Context: an optimization exercise on an open-source flow, tuned for small area. The choices shown serve that exercise and are no tape-out recipe. In this exercise RTL edits were held to simulation tests only and were not proved equivalent to the original.

==> flow/design.v, too long to show whole: its modules and the start of the top module <==
// module fir: 2223 lines
// module fa_cell: 4 lines
// module ha_cell: 4 lines
module fir(input clk, input rst, input wire signed [15:0] x, output reg signed [31:0] y);
  // ...
==> flow/run.sh <==
#!/bin/bash
# synth_recipe.tcl (not shown) runs the flow's synth.tcl, then flattens the netlist and writes it again
# the make line also repeats each setting of config.mk as NAME=value (left out here)
make -C /OpenROAD-flow-scripts/flow DESIGN_CONFIG=/design/flow/config.mk WORK_HOME=/design/flow/orfs CLKGATE_MAP_FILE= SYNTH_SCRIPT=/design/flow/synth_recipe.tcl finish
==> flow/config.mk <==
export PLATFORM = sky130hd
export DESIGN_NAME = fir
export DESIGN_NICKNAME = fir
export VERILOG_FILES = /design/flow/design.v
export SDC_FILE = /design/flow/constraint.sdc
export NUM_CORES = 4
export LEC_CHECK = 0
export CAP_MARGIN = 20
export CORE_MARGIN = 2
export CORE_UTILIZATION = 70
export CTS_CLUSTER_DIAMETER = 120
export CTS_CLUSTER_SIZE = 24
export SLEW_MARGIN = 20
export SYNTH_HIERARCHICAL = 1
export SYNTH_MINIMUM_KEEP_SIZE = 0
==> flow/constraint.sdc <==
create_clock -name core_clock -period 8.0 [get_ports {clk}]
set_input_delay 1.6000 -clock core_clock [delete_from_list [all_inputs] [get_ports {clk}]]
set_output_delay 1.6000 -clock core_clock [all_outputs]
set_load 0.01 [all_outputs]
==> impl_metrics.toml, run 1 <==
[finish]
num-nonclk-inverters = 371
largestClassByArea = "multi-input gates"
multi_input_area_share_pct = 56.8
num_antenna_cells = 7
register_area_sq_mm = 0.0204
clkCellAreaFrac_pct = 2.43

[placed_design]
placed_area_sq_mm = 0.0578
io_buffers = 49
hpwlAfterDp_mm = 168

[synthesis]
synth_compound_area_share_pct = 0.929
synthTopCellsByArea = "fa_1 (52%), dfxtp_1 (32%), ha_1 (3.4%)"
synth_simple_gate_area_share_pct = 4.17
synth_top_family_by_area = "adder cells"
yosysTopAreaCellShare_pct = 51.7
synthCells = 3675
synth_xor_xnor_area_share_pct = 0.315
async_reset_ff_share_pct = 9.68

[global_route]
grt_overflow = 0
grt_use_total_pct = 51.4
first_global_vias = 36200
met2_usage_pct = 74.0

[timing]
setup_ws_ns = 0.241
fin_tns_setup_ns = 0
fin_skew_ns = 0.0446
worst_pin_slew_ns = 1.13
slew_violations = 0

[route]
vias = 31700
drt_wl_total_mm = 196

[critical_path]
crit_top_cell = "fa_1"
crit_family = "adder cells"
crit_path_cell_trace = "inv_1 > ha_1 > fa_1 > fa_1 > fa_1 > fa_1 > fa_1 > fa_1 > fa_1 > fa_1 > inv_1 > fa_1 > fa_1 > inv_1 > ha_1 > a21o_1 > a21o_1 > a21oi_1 > a211oi_2 > o21ai_0 > nor3b_2"
crit_end = "y[30]$_DFF_PN0_"

[clock_network]
insertion_delay_ns = 0.68
path_clk_slew_ns = 0.11
cts_sinks = 992

[job]
drv_cap = 0

[outcome]
status = "timing/DRC/antenna clean"

[floorplanning]
rows = 103
==> inputs of run 2 (changes only) <==
--- a/flow/config.mk
+++ b/flow/config.mk
@@ -9,5 +9,7 @@
 export CORE_MARGIN = 2
-export CORE_UTILIZATION = 70
+export CORE_UTILIZATION = 60
 export CTS_CLUSTER_DIAMETER = 120
 export CTS_CLUSTER_SIZE = 24
+export GPL_TIMING_DRIVEN = 0
+export SETUP_SLACK_MARGIN = 0.1
 export SLEW_MARGIN = 20
==> run 2 against run 1 <==
Net effect:
- first-iteration DRC count fell by 12%
- worst setup slack got worse by 0.081 ns
- highest routed layer unchanged
==> impl_metrics.toml, run 2 <==
[clock_network]
root_buffer = "clkbuf_16"
cts_buffers = 49
cts-resized-gates = 5
insertion_delay_ns = 0.71
htreeDepth = 2
cts_buffer_depth = 3
path_clk_slew_ns = 0.09
cts_sinks = 992
hold_buffers = 0
cts_setup_buffers = 0
cts_tree = "yes"

[floorplanning]
num_io_pins = 50
initial_utilization_pct = 60.6
die_h_microns = 308
rows = 111
design.core.area_sq_mm = 0.0918
fp.dieW_microns = 308
dieArea_sq_mm = 0.0951

[route]
drc = 0
via_per_inst = 5.96
drt_wl_total_mm = 193
vias = 30100
route.antenna.remaining_nets = 0
drtIter0Drc = 3559
wl_per_cell_microns = 38.2
first_pass_iters = 7

[global_route]
first_global_vias = 34400
grt_overflow = 0
antenna_found_initial = 13
grt_first_pass_wirelength_mm = 269
grt_max_degree = 52
grt_use_total_pct = 43.4

[critical_path]
timing.rr.end = "r0[15]$_DFF_PN0_"
cp-start-kind = "register"
end_kind = "register"
critical_path_class = "reg -> reg"
rr_worst_depth = 14
critPathRequiredTime_ns = 8.57
rrSetupSlack_ns = 0.16
critPathMaxFanout = 7
cp_data_arrival_time_ns = 8.41
crit_end = "r0[15]$_DFF_PN0_"
cp-startpoint = "d18[0]$_DFF_P_"
reg2reg_from = "d18[0]$_DFF_P_"

[worst_hold_path]
holdCritPathClass = "reg -> reg"

[synthesis]
synth.top_cells.by_count = "fa_1 (1435), dfxtp_1 (896), inv_1 (371), nand2_1 (272), nor2_1 (254)"
synth-seq-cells = 992
ys_warn_count = 7
avgSynthCellArea_sq_um = 15.1
syn-num-nets = 5278
seq_area_frac_synth_pct = 36.6
synthTopCellsByArea = "fa_1 (52%), dfxtp_1 (32%), ha_1 (3.4%)"
synth.distinct_cells = 48
ys.flop_type = "dfxtp_1"
synth_area_leader_cell = "fa_1"
synth-edff-count = 0
yosysTopAreaCellShare_pct = 51.7
syn_area_sq_mm = 0.0556
yosysMostFrequentCell = "fa_1"
synthCells = 3675
async_reset_ff_share_pct = 9.68

[timing]
fmax_ghz = 0.128
period_needed_ns = 7.84
setup_viol = 0
worst_pin_slew_ns = 1.17
fin_crit_sh_pct = 98.0
slew_violations = 0
hold_viol_final = 0
fin_skew_ns = 0.0828
setup_ws_ns = 0.159
relSlewSlack_pct = 21.8
rsz0062_at_grt = "no"

[outcome]
status = "timing/DRC/antenna clean"

[finish]
final_cell_mix = "fa_1 (1428), dfxtp_1 (886), inv_1 (371)"
fin_cells = 5048
layout_commonest_cell = "fa_1"
synthToLayoutAreaGrowth_pct = 6.48
reg_top3 = "r0 (32), y (32), r1 (26)"
fillers = 6404
final_design_area_no_fill_sq_mm = 0.0592
drive_above_1_share_pct = 3.79
nets = 5379

[placed_design]
placed_area_sq_mm = 0.0577
hpwlAfterDp_mm = 170
dp_cells = 4968
io_buffers = 49
gp_congestion = 1.06
dp_slack_ns = -0.0296

[job]
drv_cap = 0
[run 2: through the flow]
step	utilization, %	TNS [ns]	hold WS, ns
6_report	64.5	0	0.279
3_5_place_dp	62.8	-0.0296	0.312
4_1_cts	64.5	0	0.268
2_1_floorplan	-	0	0.310
3_3_place_gp	62.8	0	0.310
5_1_grt	64.5	0	0.285
[run 2: kinds of logic (layout without fill, tap and decap cells)]
| kind of cell | count (synthesis) | after routing | synth area share, % |
|---|---|---|---|
| mux | 2 | 2 | 0.0450 |
| xor+xnor | 20 | 20 | 0.315 |
| compound gates | 78 | 78 | 0.929 |
| buf+inv | 417 | 541 | 2.86 |
| flops | 992 | 992 | 36.6 |
| fa+ha+maj | 1585 | 1585 | 55.0 |
| other cells | 0 | 6 | 0 |
| simple gates | 581 | 581 | 4.17 |
[run 2: worst max-delay path, cell delays in order (launching register included)]
cell and delay (ns):
dfxtp_1 0.81, fa_1 0.57, fa_1 0.40, fa_1 0.47, fa_1 0.55, fa_1 0.45
fa_1 0.56, fa_1 0.60, fa_1 0.56, fa_1 0.58, fa_1 0.45, fa_1 0.42
fa_1 0.44, fa_2 0.73, nor2_1 0.10
[run 2: Yosys stat by module, one instance, submodules excluded]
module   cells inside  cell area (sq um)
fir              2116              25300
fa_cell             1               20.0
ha_cell             1               12.5
[run 2: cell type report]
cell class                      count  area, sq um  area share, %
Antenna cell                        6         15.0         0.0254
Buffer                             46          195          0.330
Clock buffer                       66         1320           2.23
Clock inverter                      8          150          0.254
Inverter                          371         1390           2.35
Multi-Input combinational cell   2266        33700           56.9
Sequential cell                   992        20400           34.4
Tap cell                         1243         1560           2.63
Timing Repair Buffer               50          519          0.877
[run 2: how the worst min path moves through the flow]
stage,start,to,cells past startpoint
after global routing,d13[1]$_DFF_P_,d14[1]$_DFF_P_,0
final,d13[1]$_DFF_P_,d14[1]$_DFF_P_,0
after global placement,d3[6]$_DFF_P_,d4[6]$_DFF_P_,0
after CTS,d9[1]$_DFF_P_,d10[1]$_DFF_P_,0
after floorplan,d9[0]$_DFF_P_,d10[0]$_DFF_P_,0
after detailed placement,d9[5]$_DFF_P_,d10[5]$_DFF_P_,0
[run 2: routing by layer]
layer	wire (microns)	up-vias	part of all wire, %	GRT usage [%]
met5	41	-	0.021	0
met4	13800	6	7.2	24.5
met3	21800	474	11	13.8
met2	86200	1858	45	64.2
met1	71100	16600	37	57.3
li1	-	11200	-	-

## separate check: timing with driven ports
No port has a modelled driver above. Below, the same layouts with a new extraction and two added sets of constraints.
Step 1 assumes that a clkbuf_16 drives the clock port and a buf_2 every other input.
Step 2, shift: input delay + t, output delay - t, t = (earliest + latest rising clock arrival at the registers) / 2. This alone moves slack from input paths to output paths.
Three values: ideal, step 1, step 2; two values: the first two.
run | t, ns | slack for setup (ns) | hold slack, ns | worst setup path after step 2 | worst data-port slew with drivers (ns)
run 1 | 0.732 | 0.241 / 0.241 / 0.241 | 0.317 / 0.317 / 0.317 | register to register | 0.05
run 2 | 0.738 | 0.159 / 0.159 / 0.159 | 0.279 / 0.279 / 0.279 | register to register | 0.05
After both steps setup and hold are still met in every run listed.
